Context: an optimization exercise on an open-source flow, tuned for small area and a short achievable clock period. The choices shown serve that exercise and are no tape-out recipe. In this exercise RTL edits were held to simulation tests only and were not proved equivalent to the original. No activity file was given, so power comes from the tool's default toggle rates.

## flow/flow/run.sh

```bash
#!/bin/bash
# The standard layout, except that the port buffers are plain
# sky130_fd_sc_hd__buf_2 cells instead of the delay buffers that buffer_ports
# picks by default. Every input and output port still gets its buffer, and
# timing repair may resize them as before.
set -euo pipefail
export BUFFER_PORTS_ARGS="-buffer_cell sky130_fd_sc_hd__buf_2"
bash standard.sh > standard_flow.log 2>&1
```

## flow/standard.sh

```bash
#!/bin/bash
# synth_recipe.tcl (not shown) runs the flow's synth.tcl, then flattens the netlist and writes it again
# the make line also repeats each setting of config.mk as NAME=value (left out here)
make -C /OpenROAD-flow-scripts/flow DESIGN_CONFIG=/design/flow/config.mk WORK_HOME=/design/flow/orfs CLKGATE_MAP_FILE= SYNTH_SCRIPT=/design/flow/synth_recipe.tcl "${@:-finish}"
```

## flow/config.mk

```make
export PLATFORM = sky130hd
export DESIGN_NAME = ExecBackend
export DESIGN_NICKNAME = ExecBackend
export VERILOG_FILES = /design/flow/design.v
export SDC_FILE = /design/flow/constraint.sdc
export NUM_CORES = 4
export LEC_CHECK = 0
export CAP_MARGIN = 20
export CORE_MARGIN = 2
export CORE_UTILIZATION = 45
export SETUP_SLACK_MARGIN = 3.0
export SLEW_MARGIN = 20
export TNS_END_PERCENT = 5
```

## flow/constraint.sdc

```tcl
create_clock -name core_clock -period 5.5 [get_ports {clk}]
set_input_delay 1.1000 -clock core_clock [delete_from_list [all_inputs] [get_ports {clk}]]
set_output_delay 1.1000 -clock core_clock [all_outputs]
set_load 0.01 [all_outputs]
```

## flow/design.v

```verilog
`timescale 1ps/1ps
module ReservationStation(input clk, input rst,
    input wen, input flush,
    input [3:0] instr_index, input [3:0] instr_opcode, input [7:0] instr_i,
    input [3:0] in_op1, input [3:0] in_op2, input [15:0] in_val1, input [15:0] in_val2,
    input is_val_op1, input is_val_op2,
    output is_full,
    output iss_valid, output [3:0] iss_index,
    output [15:0] iss_a, output [15:0] iss_b, output iss_cin,
    input [3:0] cdb_v, input [15:0] cdb_idx, input [63:0] cdb_val
    );
    wire op_add  = instr_opcode == 4'd0;
    wire op_sub  = instr_opcode == 4'd1;
    wire op_mov  = instr_opcode == 4'd4;
    wire op_movl = instr_opcode == 4'd5;
    wire op_movh = instr_opcode == 4'd6;
    wire d_arith = op_add | op_sub;
    wire [2:0] d_kind = {d_arith, op_sub | op_mov | op_movh, ~d_arith & ~op_movh};
    wire [15:0] d_val1;
    assign d_val1[15:8] = (op_movh | op_movl) ? instr_i : ((d_arith | op_mov) ? in_val1[15:8] : 8'd0);
    assign d_val1[7:4]  = in_val1[7:4];
    assign d_val1[3:0]  = is_val_op1 ? in_val1[3:0] : in_op1;
    wire [15:0] d_val2 = {in_val2[15:4], is_val_op2 ? in_val2[3:0] : in_op2};
    reg [3:0] valid;
    reg [3:0] rdy1, rdy2;
    reg [3:0] rob [0:3];
    reg [2:0] kind [0:3];
    reg [15:0] val1 [0:3];
    reg [15:0] val2 [0:3];
    reg full_r;
    assign is_full = full_r;
    wire run = ~rst & ~flush;
    wire [3:0] free = {~valid[3] & valid[2] & valid[1] & valid[0],
                       ~valid[2] & valid[1] & valid[0],
                       ~valid[1] & valid[0],
                       ~valid[0]};
    wire [3:0] wr = free & {4{wen & ~flush}};
    wire [3:0] rdy = valid & rdy1 & rdy2;
    wire [3:0] pick = {rdy[3] & ~rdy[2] & ~rdy[1] & ~rdy[0],
                       rdy[2] & ~rdy[1] & ~rdy[0],
                       rdy[1] & ~rdy[0],
                       rdy[0]};
    genvar n;
    generate for (n = 0; n < 4; n = n + 1) begin : e
        wire [3:0] m1, m2;
        genvar c;
        for (c = 0; c < 4; c = c + 1) begin : ch
            assign m1[c] = cdb_v[c] & (cdb_idx[4*c+3:4*c] == val1[n][3:0]);
            assign m2[c] = cdb_v[c] & (cdb_idx[4*c+3:4*c] == val2[n][3:0]);
        end
        wire [3:0] p1 = {m1[3] & ~m1[2] & ~m1[1] & ~m1[0], m1[2] & ~m1[1] & ~m1[0], m1[1] & ~m1[0], m1[0]};
        wire [3:0] p2 = {m2[3] & ~m2[2] & ~m2[1] & ~m2[0], m2[2] & ~m2[1] & ~m2[0], m2[1] & ~m2[0], m2[0]};
        wire [15:0] s1 = ({16{p1[0]}} & cdb_val[15:0]) | ({16{p1[1]}} & cdb_val[31:16]) |
                         ({16{p1[2]}} & cdb_val[47:32]) | ({16{p1[3]}} & cdb_val[63:48]);
        wire [15:0] s2 = ({16{p2[0]}} & cdb_val[15:0]) | ({16{p2[1]}} & cdb_val[31:16]) |
                         ({16{p2[2]}} & cdb_val[47:32]) | ({16{p2[3]}} & cdb_val[63:48]);
        wire snoop1 = ~flush & ~rdy1[n] & (|m1);
        wire snoop2 = ~flush & ~rdy2[n] & (|m2);
        always @(posedge clk) begin
            if (wr[n]) begin
                rob[n] <= instr_index;
                kind[n] <= d_kind;
            end
            if (wr[n]) begin
                val1[n][3:0] <= d_val1[3:0];
                rdy1[n] <= is_val_op1;
            end else if (snoop1) begin
                val1[n][3:0] <= s1[3:0];
                rdy1[n] <= 1'b1;
            end
            if (wr[n]) val1[n][7:4] <= d_val1[7:4];
            else if (~rdy1[n]) val1[n][7:4] <= s1[7:4];
            if (wr[n]) val1[n][15:8] <= d_val1[15:8];
            else if (~rdy1[n] & (kind[n][2] | (kind[n][1] & kind[n][0]))) val1[n][15:8] <= s1[15:8];
            if (wr[n]) begin
                val2[n][3:0] <= d_val2[3:0];
                rdy2[n] <= is_val_op2;
            end else if (snoop2) begin
                val2[n][3:0] <= s2[3:0];
                rdy2[n] <= 1'b1;
            end
            if (wr[n]) val2[n][15:4] <= d_val2[15:4];
            else if (~rdy2[n]) val2[n][15:4] <= s2[15:4];
            if (rst) valid[n] <= 1'b0;
            else if (wr[n]) valid[n] <= 1'b1;
            else if (run & pick[n]) valid[n] <= 1'b0;
        end
    end endgenerate
    wire [3:0] p_rob = ({4{pick[0]}} & rob[0]) | ({4{pick[1]}} & rob[1]) | ({4{pick[2]}} & rob[2]) | ({4{pick[3]}} & rob[3]);
    wire [2:0] p_kind = ({3{pick[0]}} & kind[0]) | ({3{pick[1]}} & kind[1]) | ({3{pick[2]}} & kind[2]) | ({3{pick[3]}} & kind[3]);
    wire [15:0] p_v1 = ({16{pick[0]}} & val1[0]) | ({16{pick[1]}} & val1[1]) | ({16{pick[2]}} & val1[2]) | ({16{pick[3]}} & val1[3]);
    wire [15:0] p_v2 = ({16{pick[0]}} & val2[0]) | ({16{pick[1]}} & val2[1]) | ({16{pick[2]}} & val2[2]) | ({16{pick[3]}} & val2[3]);
    wire p_sub = p_kind[2] & p_kind[1];
    wire [15:0] p_a = (p_kind[2] | p_kind[1]) ? p_v1 : {8'd0, p_v1[15:8]};
    wire [15:0] p_b = {16{p_kind[2]}} & (p_v2 ^ {16{p_sub}});
    reg iv;
    reg [3:0] irob;
    reg [15:0] ia, ib;
    reg icin;
    always @(posedge clk) begin
        if (rst) begin
            iv <= 1'b0;
            full_r <= 1'b0;
        end else if (~flush) begin
            iv <= |rdy;
            full_r <= &valid;
        end
        if (~flush) begin
            irob <= p_rob;
            ia <= p_a;
            ib <= p_b;
            icin <= p_sub;
        end
    end
    assign iss_valid = iv;
    assign iss_index = irob;
    assign iss_a = ia;
    assign iss_b = ib;
    assign iss_cin = icin;
endmodule
module BranchStation(input clk, input rst,
    input wen,
    input [3:0] instr_index, input [3:0] instr_opcode,
    input [3:0] in_op1, input [3:0] in_op2, input [15:0] in_val1, input [15:0] in_val2,
    input is_val_op1, input is_val_op2,
    output is_full,
    output iss_valid, output [3:0] iss_index, output iss_taken, output [15:0] iss_target,
    input [3:0] cdb_v, input [15:0] cdb_idx, input [63:0] cdb_val
    );
    wire op_en = instr_opcode[3:2] == 2'b10;
    wire t0 = op_en & (instr_opcode[1:0] == 2'b00 || instr_opcode[1:0] == 2'b11);
    wire t1 = op_en & instr_opcode[0];
    wire t2 = op_en & (instr_opcode[1:0] == 2'b01 || instr_opcode[1:0] == 2'b10);
    wire d_z = in_val2 == 16'd0;
    wire d_taken = d_z ? t0 : (in_val2[0] ? t2 : t1);
    wire [2:0] d_cond = {t2, t1, is_val_op2 ? d_taken : t0};
    wire [3:0] cz, cb;
    genvar c;
    generate for (c = 0; c < 4; c = c + 1) begin : cls
        assign cz[c] = cdb_val[16*c+15:16*c] == 16'd0;
        assign cb[c] = cdb_val[16*c];
    end endgenerate
    reg [3:0] valid;
    reg [3:0] rdy1, rdy2;
    reg [3:0] rob [0:3];
    reg [2:0] cond [0:3];
    reg [3:0] tag2 [0:3];
    reg [15:0] val1 [0:3];
    reg [3:0] iss;
    reg full_r;
    assign is_full = full_r;
    wire [3:0] free = {~valid[3] & valid[2] & valid[1] & valid[0],
                       ~valid[2] & valid[1] & valid[0],
                       ~valid[1] & valid[0],
                       ~valid[0]};
    wire [3:0] wr = free & {4{wen}};
    wire [3:0] rdy = valid & rdy1 & rdy2;
    wire [3:0] pick = {rdy[3] & ~rdy[2] & ~rdy[1] & ~rdy[0],
                       rdy[2] & ~rdy[1] & ~rdy[0],
                       rdy[1] & ~rdy[0],
                       rdy[0]};
    genvar n;
    generate for (n = 0; n < 4; n = n + 1) begin : e
        wire [3:0] m1, m2;
        genvar k;
        for (k = 0; k < 4; k = k + 1) begin : ch
            assign m1[k] = cdb_v[k] & (cdb_idx[4*k+3:4*k] == val1[n][3:0]);
            assign m2[k] = cdb_v[k] & (cdb_idx[4*k+3:4*k] == tag2[n]);
        end
        wire [3:0] p1 = {m1[3] & ~m1[2] & ~m1[1] & ~m1[0], m1[2] & ~m1[1] & ~m1[0], m1[1] & ~m1[0], m1[0]};
        wire [3:0] p2 = {m2[3] & ~m2[2] & ~m2[1] & ~m2[0], m2[2] & ~m2[1] & ~m2[0], m2[1] & ~m2[0], m2[0]};
        wire [15:0] s1 = ({16{p1[0]}} & cdb_val[15:0]) | ({16{p1[1]}} & cdb_val[31:16]) |
                         ({16{p1[2]}} & cdb_val[47:32]) | ({16{p1[3]}} & cdb_val[63:48]);
        wire sz = |(p2 & cz);
        wire sb = |(p2 & cb);
        wire snoop1 = ~rdy1[n] & (|m1);
        wire snoop2 = ~rdy2[n] & (|m2);
        always @(posedge clk) begin
            if (wr[n]) begin
                rob[n] <= instr_index;
                tag2[n] <= in_op2;
            end
            if (wr[n]) begin
                val1[n][3:0] <= is_val_op1 ? in_val1[3:0] : in_op1;
                rdy1[n] <= is_val_op1;
            end else if (snoop1) begin
                val1[n][3:0] <= s1[3:0];
                rdy1[n] <= 1'b1;
            end
            if (wr[n]) val1[n][15:4] <= in_val1[15:4];
            else if (~rdy1[n]) val1[n][15:4] <= s1[15:4];
            if (wr[n]) begin
                cond[n] <= d_cond;
                rdy2[n] <= is_val_op2;
            end else if (snoop2) begin
                cond[n][0] <= sz ? cond[n][0] : (sb ? cond[n][2] : cond[n][1]);
                rdy2[n] <= 1'b1;
            end
            if (rst) valid[n] <= 1'b0;
            else if (wr[n]) valid[n] <= 1'b1;
            else if (pick[n]) valid[n] <= 1'b0;
        end
    end endgenerate
    always @(posedge clk) begin
        if (rst) begin
            iss <= 4'd0;
            full_r <= 1'b0;
        end else begin
            iss <= pick;
            full_r <= &valid;
        end
    end
    assign iss_valid = |iss;
    assign iss_index = ({4{iss[0]}} & rob[0]) | ({4{iss[1]}} & rob[1]) | ({4{iss[2]}} & rob[2]) | ({4{iss[3]}} & rob[3]);
    assign iss_taken = (iss[0] & cond[0][0]) | (iss[1] & cond[1][0]) | (iss[2] & cond[2][0]) | (iss[3] & cond[3][0]);
    assign iss_target = ({16{iss[0]}} & val1[0]) | ({16{iss[1]}} & val1[1]) | ({16{iss[2]}} & val1[2]) | ({16{iss[3]}} & val1[3]);
endmodule
`timescale 1ps/1ps
module FXU
(input clk, input rst, input flush,
input [3:0] in_index, input in_valid,
input [15:0] in_a, input [15:0] in_b, input in_cin,
output out_valid, output [3:0] out_rob_index, output [15:0] out_return_value);
    reg m_valid;
    reg [3:0] rob_index;
    reg [15:0] result;
    wire [15:0] sum;
    Adder16 add (in_a, in_b, in_cin, sum);
    always @(posedge clk) begin
        m_valid <= ~rst & ~flush & in_valid;
        rob_index <= in_index;
        result <= sum;
    end
    assign out_valid = m_valid;
    assign out_rob_index = rob_index;
    assign out_return_value = result;
endmodule
module Adder16(input [15:0] a, input [15:0] b, input cin, output [15:0] s);
    wire [15:0] p = a ^ b;
    wire [15:0] g0 = (a & b) | {15'd0, p[0] & cin};
    wire [15:0] p0 = p;
    wire [15:0] g1 = g0 | (p0 & {g0[14:0], 1'b0});
    wire [15:0] p1 = p0 & {p0[14:0], 1'b0};
    wire [15:0] g2 = g1 | (p1 & {g1[13:0], 2'b0});
    wire [15:0] p2 = p1 & {p1[13:0], 2'b0};
    wire [15:0] g3 = g2 | (p2 & {g2[11:0], 4'b0});
    wire [15:0] p3 = p2 & {p2[11:0], 4'b0};
    wire [15:0] g4 = g3 | (p3 & {g3[7:0], 8'b0});
    assign s = p ^ {g4[14:0], cin};
endmodule
`timescale 1ps/1ps
module BranchUnit
(input clk, input rst,
input in_taken, input [3:0] in_index, input in_valid, input [15:0] vt,
output out_valid, output [3:0] rob_index, output [15:0] branch_target);
    reg m_valid;
    reg [3:0] m_in_index;
    reg [15:0] m_vt;
    always @(posedge clk) begin
        m_valid <= ~rst & in_valid & in_taken;
        m_in_index <= in_index;
        m_vt <= vt;
    end
    assign out_valid = m_valid;
    assign rob_index = m_in_index;
    assign branch_target = m_vt;
endmodule
`timescale 1ps/1ps
module ExecBackend
(input clk, input rst, input flush,
input fxu0_valid, input [3:0] fxu0_rob_idx, input [3:0] fxu0_opcode, input [7:0] fxu0_imm,
input [3:0] fxu0_a_owner, input [3:0] fxu0_b_owner, input [15:0] fxu0_a_value, input [15:0] fxu0_b_value,
input fxu0_a_ready, input fxu0_b_ready,
input fxu1_valid, input [3:0] fxu1_rob_idx, input [3:0] fxu1_opcode, input [7:0] fxu1_imm,
input [3:0] fxu1_a_owner, input [3:0] fxu1_b_owner, input [15:0] fxu1_a_value, input [15:0] fxu1_b_value,
input fxu1_a_ready, input fxu1_b_ready,
input br_valid, input [3:0] br_rob_idx, input [3:0] br_opcode,
input [3:0] br_a_owner, input [3:0] br_b_owner, input [15:0] br_a_value, input [15:0] br_b_value,
input br_a_ready, input br_b_ready,
input lsu_cdb_valid, input [3:0] lsu_cdb_index, input [15:0] lsu_cdb_value,
output fxu0_full, output fxu1_full, output br_full,
output fxu0_cdb_valid, output [3:0] fxu0_cdb_index, output [15:0] fxu0_cdb_value,
output fxu1_cdb_valid, output [3:0] fxu1_cdb_index, output [15:0] fxu1_cdb_value,
output br_cdb_valid, output [3:0] br_cdb_index, output [15:0] br_cdb_target
);
    wire [3:0] cdb_v = {br_cdb_valid, lsu_cdb_valid, fxu1_cdb_valid, fxu0_cdb_valid};
    wire [15:0] cdb_idx = {br_cdb_index, lsu_cdb_index, fxu1_cdb_index, fxu0_cdb_index};
    wire [63:0] cdb_val = {br_cdb_target, lsu_cdb_value, fxu1_cdb_value, fxu0_cdb_value};
    wire f0_v, f0_cin; wire [3:0] f0_idx; wire [15:0] f0_a, f0_b;
    ReservationStation fxu0_reservationstation
    (clk, rst, fxu0_valid, flush,
    fxu0_rob_idx, fxu0_opcode, fxu0_imm, fxu0_a_owner, fxu0_b_owner, fxu0_a_value, fxu0_b_value, fxu0_a_ready, fxu0_b_ready,
    fxu0_full, f0_v, f0_idx, f0_a, f0_b, f0_cin,
    cdb_v, cdb_idx, cdb_val);
    FXU fxu0
    (clk, rst, flush, f0_idx, f0_v, f0_a, f0_b, f0_cin,
    fxu0_cdb_valid, fxu0_cdb_index, fxu0_cdb_value);
    wire f1_v, f1_cin; wire [3:0] f1_idx; wire [15:0] f1_a, f1_b;
    ReservationStation fxu1_reservationstation
    (clk, rst, fxu1_valid, flush,
    fxu1_rob_idx, fxu1_opcode, fxu1_imm, fxu1_a_owner, fxu1_b_owner, fxu1_a_value, fxu1_b_value, fxu1_a_ready, fxu1_b_ready,
    fxu1_full, f1_v, f1_idx, f1_a, f1_b, f1_cin,
    cdb_v, cdb_idx, cdb_val);
    FXU fxu1
    (clk, rst, flush, f1_idx, f1_v, f1_a, f1_b, f1_cin,
    fxu1_cdb_valid, fxu1_cdb_index, fxu1_cdb_value);
    wire b_v, b_taken; wire [3:0] b_idx; wire [15:0] b_target;
    BranchStation branch_unit_reservationstation
    (clk, rst, br_valid,
    br_rob_idx, br_opcode, br_a_owner, br_b_owner, br_a_value, br_b_value, br_a_ready, br_b_ready,
    br_full, b_v, b_idx, b_taken, b_target,
    cdb_v, cdb_idx, cdb_val);
    BranchUnit branch_unit
    (clk, rst, b_taken, b_idx, b_v, b_target,
    br_cdb_valid, br_cdb_index, br_cdb_target);
endmodule
```

==> impl_metrics.csv, run 1 <==
group,metric,value,unit
global_routing,grt_max_degree,61,
worst_hold_path,min_from,"fxu0_reservationstation.irob[3]$_DFFE_PN_",
worst_setup_path,rr_worst_depth,6,
cells_and_area,final_layout_size_suffix_gt1_frac,0.183,
worst_setup_path,required,5.98,ns
power_and_ir_drop,p_leak,0.0165,uW
worst_setup_path,cp-endpoint,"fxu1_reservationstation.val1[1][7]$_DFFE_PP_",
clock_network,path_clk_slew,0.06,ns
cells_and_area,area_growth,15.4,%
timing,fin_crit,2.84,ns
clock_network,cts_sinks,602,
synth,synth_fp_nets,4826,
synth,syn_inst,4601,
timing,finalCritPeriodShare,0.516,
synth,synth_top_area_share,0.377,
synth,ys_ff_latch,602,
timing,slew_headroom,0.155,
synth,synth.distinct_cells,79,
floorplanning,die_w,307,um
synth,seq_area_frac_synth,0.417,
route,drt-wirelength-per-cell,32.3,um
synth,synth_warnings,12,
clock_network,clock_latency,0.66,ns
global_routing,grt_pass1_vias,38053,
synth,ys_top_cells_by_area,"edfxtp_1, xor2_1, a221oi_1, nand2_1, dfxtp_1",
global_routing,globalRouteOverflowTotal,0,
timing,clock_skew,0.0454,ns
synth,synth.cells.most_frequent,"nand2_1, edfxtp_1, clkbuf_1",
job,drv_cap,0,
worst_setup_path,endpoint_kind,"register",
worst_setup_path,r2r_setup_slack,2.75,ns
floorplanning,ios,259,
power_and_ir_drop,vdd_drop_max,0.206,mV
floorplanning,die_area,94200,um^2
floorplanning,rows,111,
synth,synth_top_flop_cell,"edfxtp_1",
worst_hold_path,hold_class,"register to register",
clock_network,cts-buffers-inserted,73,
timing,setup-tns-final,0,ns
route,drcViolationCount,0,
placement,dp_hpwl,120000,um
placement,numPortBuffers,258,
timing,fmax,0.353,GHz
worst_setup_path,regToRegStartpoint,"fxu1.result[9]$_DFF_P_",
synth,synth_edf_count,518,
worst_setup_path,crit_start,"lsu_cdb_value[7]",
route,drt_iter0_drc,7388,
route,vias,41560,
clock_network,cts.root.buffer_cell,"clkbuf_16",
route,ant_nets,0,
timing,slew_violations,0,
synth,syn_avg_cell_area,8.98,um^2
floorplanning,initial_core_util,0.453,
synth,synth_top_area_cell,"edfxtp_1",
synth,synthArstFlopShare,0,
worst_setup_path,worstPathMaxFanout,14,
timing,tightestPinTransition,1.23,ns
global_routing,grt_pass1_wl,268000,um
timing,hold_violations,0,
placement,gp_congestion,0.967,
global_routing,grt_usage,0.388,
clock_network,cts_tree,"yes",
route,totalWireLength,190000,um
synth,yosysMostFrequentCell,"nand2_1",
worst_setup_path,arrival,3.32,ns
timing,rsz0062_at_grt,"yes",
cells_and_area,fillerInstances,8268,
route,viasPerCell,7.05,
placement,dp_worst_setup_slack,1.47,ns
worst_setup_path,reg2reg_to,"branch_unit_reservationstation.cond[1][0]$_DFFE_PP_",
floorplanning,die_y,307,um
clock_network,h-tree-depth,3,
clock_network,cts_buffer_depth,3,
worst_setup_path,critical_path_class,"primary input to register",
cells_and_area,nets,4856,
global_routing,antenna_found_initial,15,
route,dr.pass1.iters,18,
run_status,status,"timing/DRC/antenna clean",
timing,fin_ws,2.66,ns
timing,setup_violations,0,
worst_setup_path,start_kind,"primary input",
synth,synth_area,41300,um^2
floorplanning,core,91200,um^2
power_and_ir_drop,power.density,263,nW/um^2
critical path, stage by stage:
cell and delay, ns:
buf_2 0.58, inv_1 0.58, o311ai_0 0.53, o21ai_0 0.26, o21ai_0 0.25
stage by stage:
step | hold slack [ns] | power, uW | cell area, um^2 | util | instances
after global placement | 0.325 | 7280 | 42800 | 0.469 | 5604
after CTS | 0.341 | 12300 | 46600 | 0.511 | 5811
final | 0.339 | 12500 | 47600 | 0.522 | 5891
after global routing | 0.347 | 12700 | 47600 | 0.522 | 5879
after detailed placement | 0.329 | 7300 | 42800 | 0.469 | 5605
after floorplan | 0.323 | 6350 | 41400 | - | 4601
sequential cells by signal, indices dropped and copies added, names as in the netlist, 12 cells and up:
signal,count
fxu0_reservationstation.val2,64
fxu1_reservationstation.ib,16
fxu1_reservationstation.kind,12
branch_unit_reservationstation.cond,12
fxu1.result,16
branch_unit.m_vt,16
fxu1_reservationstation.ia,16
branch_unit_reservationstation.val1,64
branch_unit_reservationstation.rob,16
fxu1_reservationstation.rob,16
fxu0_reservationstation.rob,16
fxu0_reservationstation.kind,12
fxu1_reservationstation.val2,64
fxu0_reservationstation.val1,64
fxu0_reservationstation.ia,16
fxu0_reservationstation.ib,16
fxu1_reservationstation.val1,64
fxu0.result,16
branch_unit_reservationstation.tag2,16
cell usage in the layout, fill, tap and decap left out, drive strengths merged, types with 23 or more instances in the layout:
cell type,synthesis,final
xnor2,118,118
a221oi,229,229
a221o,47,47
nand4,27,27
a31oi,119,119
a22oi,127,127
nor2,305,305
clkinv,3,23
and3,27,27
mux2i,38,38
ha,28,28
o311ai,104,104
nor4,59,59
o21ai,302,302
nand2b,81,81
a32oi,75,75
nor2b,25,25
nor3,108,108
dfxtp,84,84
buf,164,523
nand3,246,250
edfxtp,518,518
and2,28,29
clkbuf,414,99
nand2,522,522
xor2,306,306
a21oi,229,229
inv,64,57
report_power, final:
| group | internal (uW) | switching, uW | leakage, uW |
|---|---|---|---|
| sequential | 5130 | 204 | 0.00569 |
| clock | 2970 | 2070 | 0.00119 |
| combinational | 586 | 1580 | 0.00964 |
| total | 8690 | 3860 | 0.0165 |
area by class of cell:
class | count | area (um^2) | area share
Antenna cell | 16 | 40.0 | 0.000840
Clock buffer | 96 | 1980 | 0.0416
Clock inverter | 37 | 439 | 0.00922
Inverter | 67 | 307 | 0.00643
Multi-Input combinational cell | 3360 | 22200 | 0.466
Sequential cell | 602 | 17300 | 0.364
Tap cell | 1186 | 1480 | 0.0311
Timing Repair Buffer | 526 | 3870 | 0.0812
Timing Repair inverter | 1 | 7.51 | 0.000158
kinds of logic (layout without fill, tap and decap cells):
kind of cell | after synthesis | in the layout | share of synthesized area
other cells | 0 | 16 | 0
xor+xnor | 424 | 424 | 0.0899
buf+inv | 645 | 727 | 0.0671
compound gates | 1368 | 1368 | 0.230
mux | 39 | 39 | 0.00948
fa+ha+maj | 32 | 32 | 0.0104
flops | 602 | 602 | 0.417
simple gates | 1491 | 1497 | 0.175
routing by layer:
metal | vias up | GRT usage | routed length (um)
met5 | - | 0.00155 | 138
met4 | 12 | 0.267 | 15900
met3 | 976 | 0.135 | 28200
met2 | 3555 | 0.558 | 78200
met1 | 19714 | 0.489 | 68000
li1 | 17303 | - | -
what timing repair did:
action                                  4_1_cts  5_1_grt
hold buffers                                  0        0
resized for setup                           178       89
pin swaps                                    21       20
buffers inserted                             68       59
cloned                                        5        4
endpoints found under the hold margin         0        0
endpoints found under the setup margin      770      648
how the worst min path moves through the flow:
stage | slack [ns] | cells after the start | endpoint
after floorplan | 0.32 | 0 | fxu0.rob_index[0]$_DFF_P_
after global placement | 0.33 | 0 | fxu0.rob_index[1]$_DFF_P_
after detailed placement | 0.33 | 0 | fxu0.rob_index[3]$_DFF_P_
after CTS | 0.34 | 0 | fxu0.rob_index[3]$_DFF_P_
after global routing | 0.35 | 0 | fxu0.rob_index[1]$_DFF_P_
final | 0.34 | 0 | fxu0.rob_index[3]$_DFF_P_
==> inputs of run 2 (changes only) <==
--- a/flow/design.v
+++ b/flow/design.v
@@ -88,10 +88,4 @@
     end endgenerate
-    wire [3:0] p_rob = ({4{pick[0]}} & rob[0]) | ({4{pick[1]}} & rob[1]) | ({4{pick[2]}} & rob[2]) | ({4{pick[3]}} & rob[3]);
-    wire [2:0] p_kind = ({3{pick[0]}} & kind[0]) | ({3{pick[1]}} & kind[1]) | ({3{pick[2]}} & kind[2]) | ({3{pick[3]}} & kind[3]);
-    wire [15:0] p_v1 = ({16{pick[0]}} & val1[0]) | ({16{pick[1]}} & val1[1]) | ({16{pick[2]}} & val1[2]) | ({16{pick[3]}} & val1[3]);
-    wire [15:0] p_v2 = ({16{pick[0]}} & val2[0]) | ({16{pick[1]}} & val2[1]) | ({16{pick[2]}} & val2[2]) | ({16{pick[3]}} & val2[3]);
-    wire p_sub = p_kind[2] & p_kind[1];
-    wire [15:0] p_a = (p_kind[2] | p_kind[1]) ? p_v1 : {8'd0, p_v1[15:8]};
-    wire [15:0] p_b = {16{p_kind[2]}} & (p_v2 ^ {16{p_sub}});
     reg iv;
+    reg [3:0] hptr;
     reg [3:0] irob;
@@ -99,2 +93,10 @@
     reg icin;
+    wire [3:0] sel = flush ? hptr : pick;
+    wire [3:0] p_rob = ({4{sel[0]}} & rob[0]) | ({4{sel[1]}} & rob[1]) | ({4{sel[2]}} & rob[2]) | ({4{sel[3]}} & rob[3]);
+    wire [2:0] p_kind = ({3{sel[0]}} & kind[0]) | ({3{sel[1]}} & kind[1]) | ({3{sel[2]}} & kind[2]) | ({3{sel[3]}} & kind[3]);
+    wire [15:0] p_v1 = ({16{sel[0]}} & val1[0]) | ({16{sel[1]}} & val1[1]) | ({16{sel[2]}} & val1[2]) | ({16{sel[3]}} & val1[3]);
+    wire [15:0] p_v2 = ({16{sel[0]}} & val2[0]) | ({16{sel[1]}} & val2[1]) | ({16{sel[2]}} & val2[2]) | ({16{sel[3]}} & val2[3]);
+    wire p_sub = p_kind[2] & p_kind[1];
+    wire [15:0] p_a = (p_kind[2] | p_kind[1]) ? p_v1 : {8'd0, p_v1[15:8]};
+    wire [15:0] p_b = {16{p_kind[2]}} & (p_v2 ^ {16{p_sub}});
     always @(posedge clk) begin
@@ -107,8 +109,7 @@
         end
-        if (~flush) begin
-            irob <= p_rob;
-            ia <= p_a;
-            ib <= p_b;
-            icin <= p_sub;
-        end
+        if (~flush) hptr <= pick;
+        irob <= p_rob;
+        ia <= p_a;
+        ib <= p_b;
+        icin <= p_sub;
     end
--- a/flow/config.mk
+++ b/flow/config.mk
@@ -9,3 +9,3 @@
 export CORE_MARGIN = 2
-export CORE_UTILIZATION = 45
+export CORE_UTILIZATION = 40
 export SETUP_SLACK_MARGIN = 3.0
==> impl_metrics.csv, run 2 <==
group,metric,value,unit
clock_network,cts.root.buffer_cell,"clkbuf_16",
worst_setup_path,critPathBufInv,1,
floorplanning,initial_core_util,0.402,
worst_setup_path,worstPathCellList,"buf_2",
clock_network,h-tree-depth,3,
route,drt_iter0_drc,6955,
cells_and_area,final_layout_size_suffix_gt1_frac,0.219,
timing,setup_violations,0,
worst_setup_path,arrival,1.63,ns
synth,synth_edf_count,444,
placement,dp_hpwl,115000,um
synth,synthArstFlopShare,0,
power_and_ir_drop,vdd_drop_max,0.180,mV
cells_and_area,fillerInstances,9121,
worst_setup_path,slowest_delay,0.74,ns
floorplanning,rows,115,
worst_setup_path,endpoint_kind,"output pin",
synth,synth_top_area_share,0.338,
cells_and_area,layout_common_cells,"nand2_1, edfxtp_1, xor2_1",
worst_setup_path,required,4.40,ns
synth,syn_avg_cell_area,9.29,um^2
placement,gp_congestion,0.947,
timing,setup-tns-final,0,ns
synth,synth_top_flop_cell,"edfxtp_1",
placement,numPortBuffers,258,
synth,synth_warnings,12,
route,dr.pass1.iters,10,
worst_setup_path,critical_path_class,"register to output pin",
timing,finalCritPeriodShare,0.497,
synth,synth.cells.most_frequent,"nand2_1, edfxtp_1, clkbuf_1",
global_routing,grt_max_degree,54,
clock_network,cts_sinks,610,
global_routing,globalRouteOverflowTotal,0,
job,drv_cap,0,
global_routing,antenna_found_initial,6,
timing,slew_violations,0,
timing,clock_skew,0.0505,ns
route,vias,38727,
synth,ys_ff_latch,610,
route,ant_nets,0,
synth,syn_inst,4250,
clock_network,clock_latency,0.68,ns
timing,fmax,0.366,GHz
route,totalWireLength,177000,um
cells_and_area,layout_commonest_cell,"nand2_1",
synth,seq_area_frac_synth,0.422,
timing,tightestPinTransition,1.24,ns
global_routing,grt_pass1_vias,36153,
worst_setup_path,start_kind,"register",
timing,slew_headroom,0.148,
cells_and_area,postLayoutCellArea,47000,um^2
power_and_ir_drop,power.density,244,nW/um^2
timing,rsz0062_at_grt,"yes",
global_routing,grt_usage,0.329,
floorplanning,ios,259,
global_routing,grt_pass1_wl,250000,um
timing,hold_violations,0,
floorplanning,die_y,318,um
synth,ys_top_cells_by_area,"edfxtp_1, dfxtp_1, a221oi_1, xor2_1, nand2_1",
synth,synth_fp_nets,4475,
cells_and_area,utilization,0.479,
route,drt-wirelength-per-cell,31.0,um
synth,yosysMostFrequentCell,"nand2_1",
route,drcViolationCount,0,
floorplanning,die_w,318,um
clock_network,path_clk_slew,0.06,ns
power_and_ir_drop,p_leak,0.0171,uW
worst_setup_path,crit_family,"flip-flops",
synth,synth.distinct_cells,75,
clock_network,cts-buffers-inserted,72,
synth,synth_area,39500,um^2
floorplanning,die_area,101000,um^2
worst_setup_path,cp_slowest_cell,"dfxtp_2",
placement,placed_cell_area,41500,um^2
route,viasPerCell,6.77,
clock_network,cts_tree,"yes",
clock_network,cts_buffer_depth,3,
worst_hold_path,hold_class,"register to register",
cells_and_area,area_growth,18.9,%
run_status,status,"timing/DRC/antenna clean",
floorplanning,core,98100,um^2
clock_network,postCtsHoldBufs,0,
worst_setup_path,worstPathMaxFanout,11,
cells_and_area,nets,4600,
synth,synth_top_area_cell,"edfxtp_1",
timing,fin_crit,2.73,ns
-- run 2: cell types whose count changed after synthesis, moves of 68 or more --
| cell | previous run | this run |
|---|---|---|
| nand3_1 | 246 | 69 |
| o21ai_0 | 283 | 177 |
| o311ai_0 | 104 | 0 |
| a31oi_1 | 119 | 202 |
| dfxtp_1 | 84 | 166 |
| a222oi_1 | 0 | 78 |
| a32oi_1 | 75 | 1 |
| edfxtp_1 | 518 | 444 |
| nor3_1 | 95 | 27 |
-- run 2: area by class of cell --
class                           count  area [um^2]  area share
Tap cell                         1287         1610      0.0343
Clock buffer                       98         2040      0.0435
Multi-Input combinational cell   3053        21300       0.455
Inverter                           40          180     0.00384
Sequential cell                   610        16700       0.356
Timing Repair Buffer              598         4650      0.0990
Clock inverter                     35          388     0.00826
Antenna cell                        2         5.00    0.000107
-- run 2: routing by layer --
layer | global-route usage | share of wire | vias up
li1 | - | - | 16231
met3 | 0.103 | 0.14 | 814
met4 | 0.191 | 0.075 | 6
met5 | 0 | 0.00017 | -
met1 | 0.409 | 0.35 | 18247
met2 | 0.503 | 0.43 | 3429
-- run 2: logic make-up after synthesis --
logic type,after synthesis,share of synthesized area
AND/OR/NAND/NOR,1268,0.161
buffers and inverters,592,0.0665
multiplexers,44,0.0113
adder cells (fa/ha/maj),32,0.0109
XOR/XNOR,432,0.0958
AO/OA/AOI/OAI,1272,0.232
flip-flops,610,0.422
-- run 2: final timing paths --
| path | start | end | slack, ns | cells after the start |
|---|---|---|---|---|
| worst min register to register | fxu1_reservationstation.irob[3]$_DFF_P_ | fxu1.rob_index[3]$_DFF_P_ | 0.32 | 0 |
| worst min-delay path | fxu1_reservationstation.irob[3]$_DFF_P_ | fxu1.rob_index[3]$_DFF_P_ | 0.32 | 0 |
| worst max-delay path | fxu1.result[3]$_DFF_P_ | fxu1_cdb_value[3] | 2.77 | 1 |
| worst max register to register | fxu1_reservationstation.rdy1[1]$_SDFFCE_PN1P_ | fxu1_reservationstation.ia[2]$_DFF_P_ | 2.81 | 5 |
-- run 2: timing repair --
action / 4_1_cts / 5_1_grt
pin swaps: 9 / 27
endpoints found under the setup margin: 719 / 655
gates cloned: 2 / 10
gates resized for setup: 131 / 143
hold endpoints to repair: 0 / 0
setup buffers: 78 / 95
-- run 2: per-stage QoR --
stage	total power [uW]	hold WS, ns	setup slack [ns]	cells
floorplan	5890	0.310	2.50	4250
global route	11700	0.328	2.80	5722
finish	11400	0.325	2.77	5723
detailed placement	6350	0.314	1.43	5403
global placement	6330	0.310	1.46	5401
CTS	11300	0.326	2.77	5616
-- run 2: where the power goes --
group	total [uW]	switching (uW)	internal, uW
clock network	5020	2150	2870
registers	5160	119	5050
logic	1260	837	419

==> static timing again, ports no longer ideal <==
No port has a modelled driver above. Below, the same layouts with a new extraction and two added sets of constraints. Step 1 sets driving cells, clkbuf_16 on the clock port and buf_2 on the other inputs (assumed; they add their load-dependent delay and slew). Step 2, shift: input delay + t, output delay - t, t = (earliest + latest rising clock arrival at the registers) / 2. This alone moves slack from input paths to output paths. Three values: ideal ports, drivers, drivers and shift; two values: the first two.
run	shift t [ns]	setup WS [ns]	worst setup path at the end	worst data-port slew with drivers (ns)
run 1	0.709	2.663 / 2.629 / 1.997	input to register	0.12
run 2	0.728	2.765 / 2.690 / 1.989	input to register	0.17
After both steps every run listed still meets setup and hold. The setup slack of run 2, which loses most, moves by -0.075 ns with the drivers and by -0.776 ns with both steps.
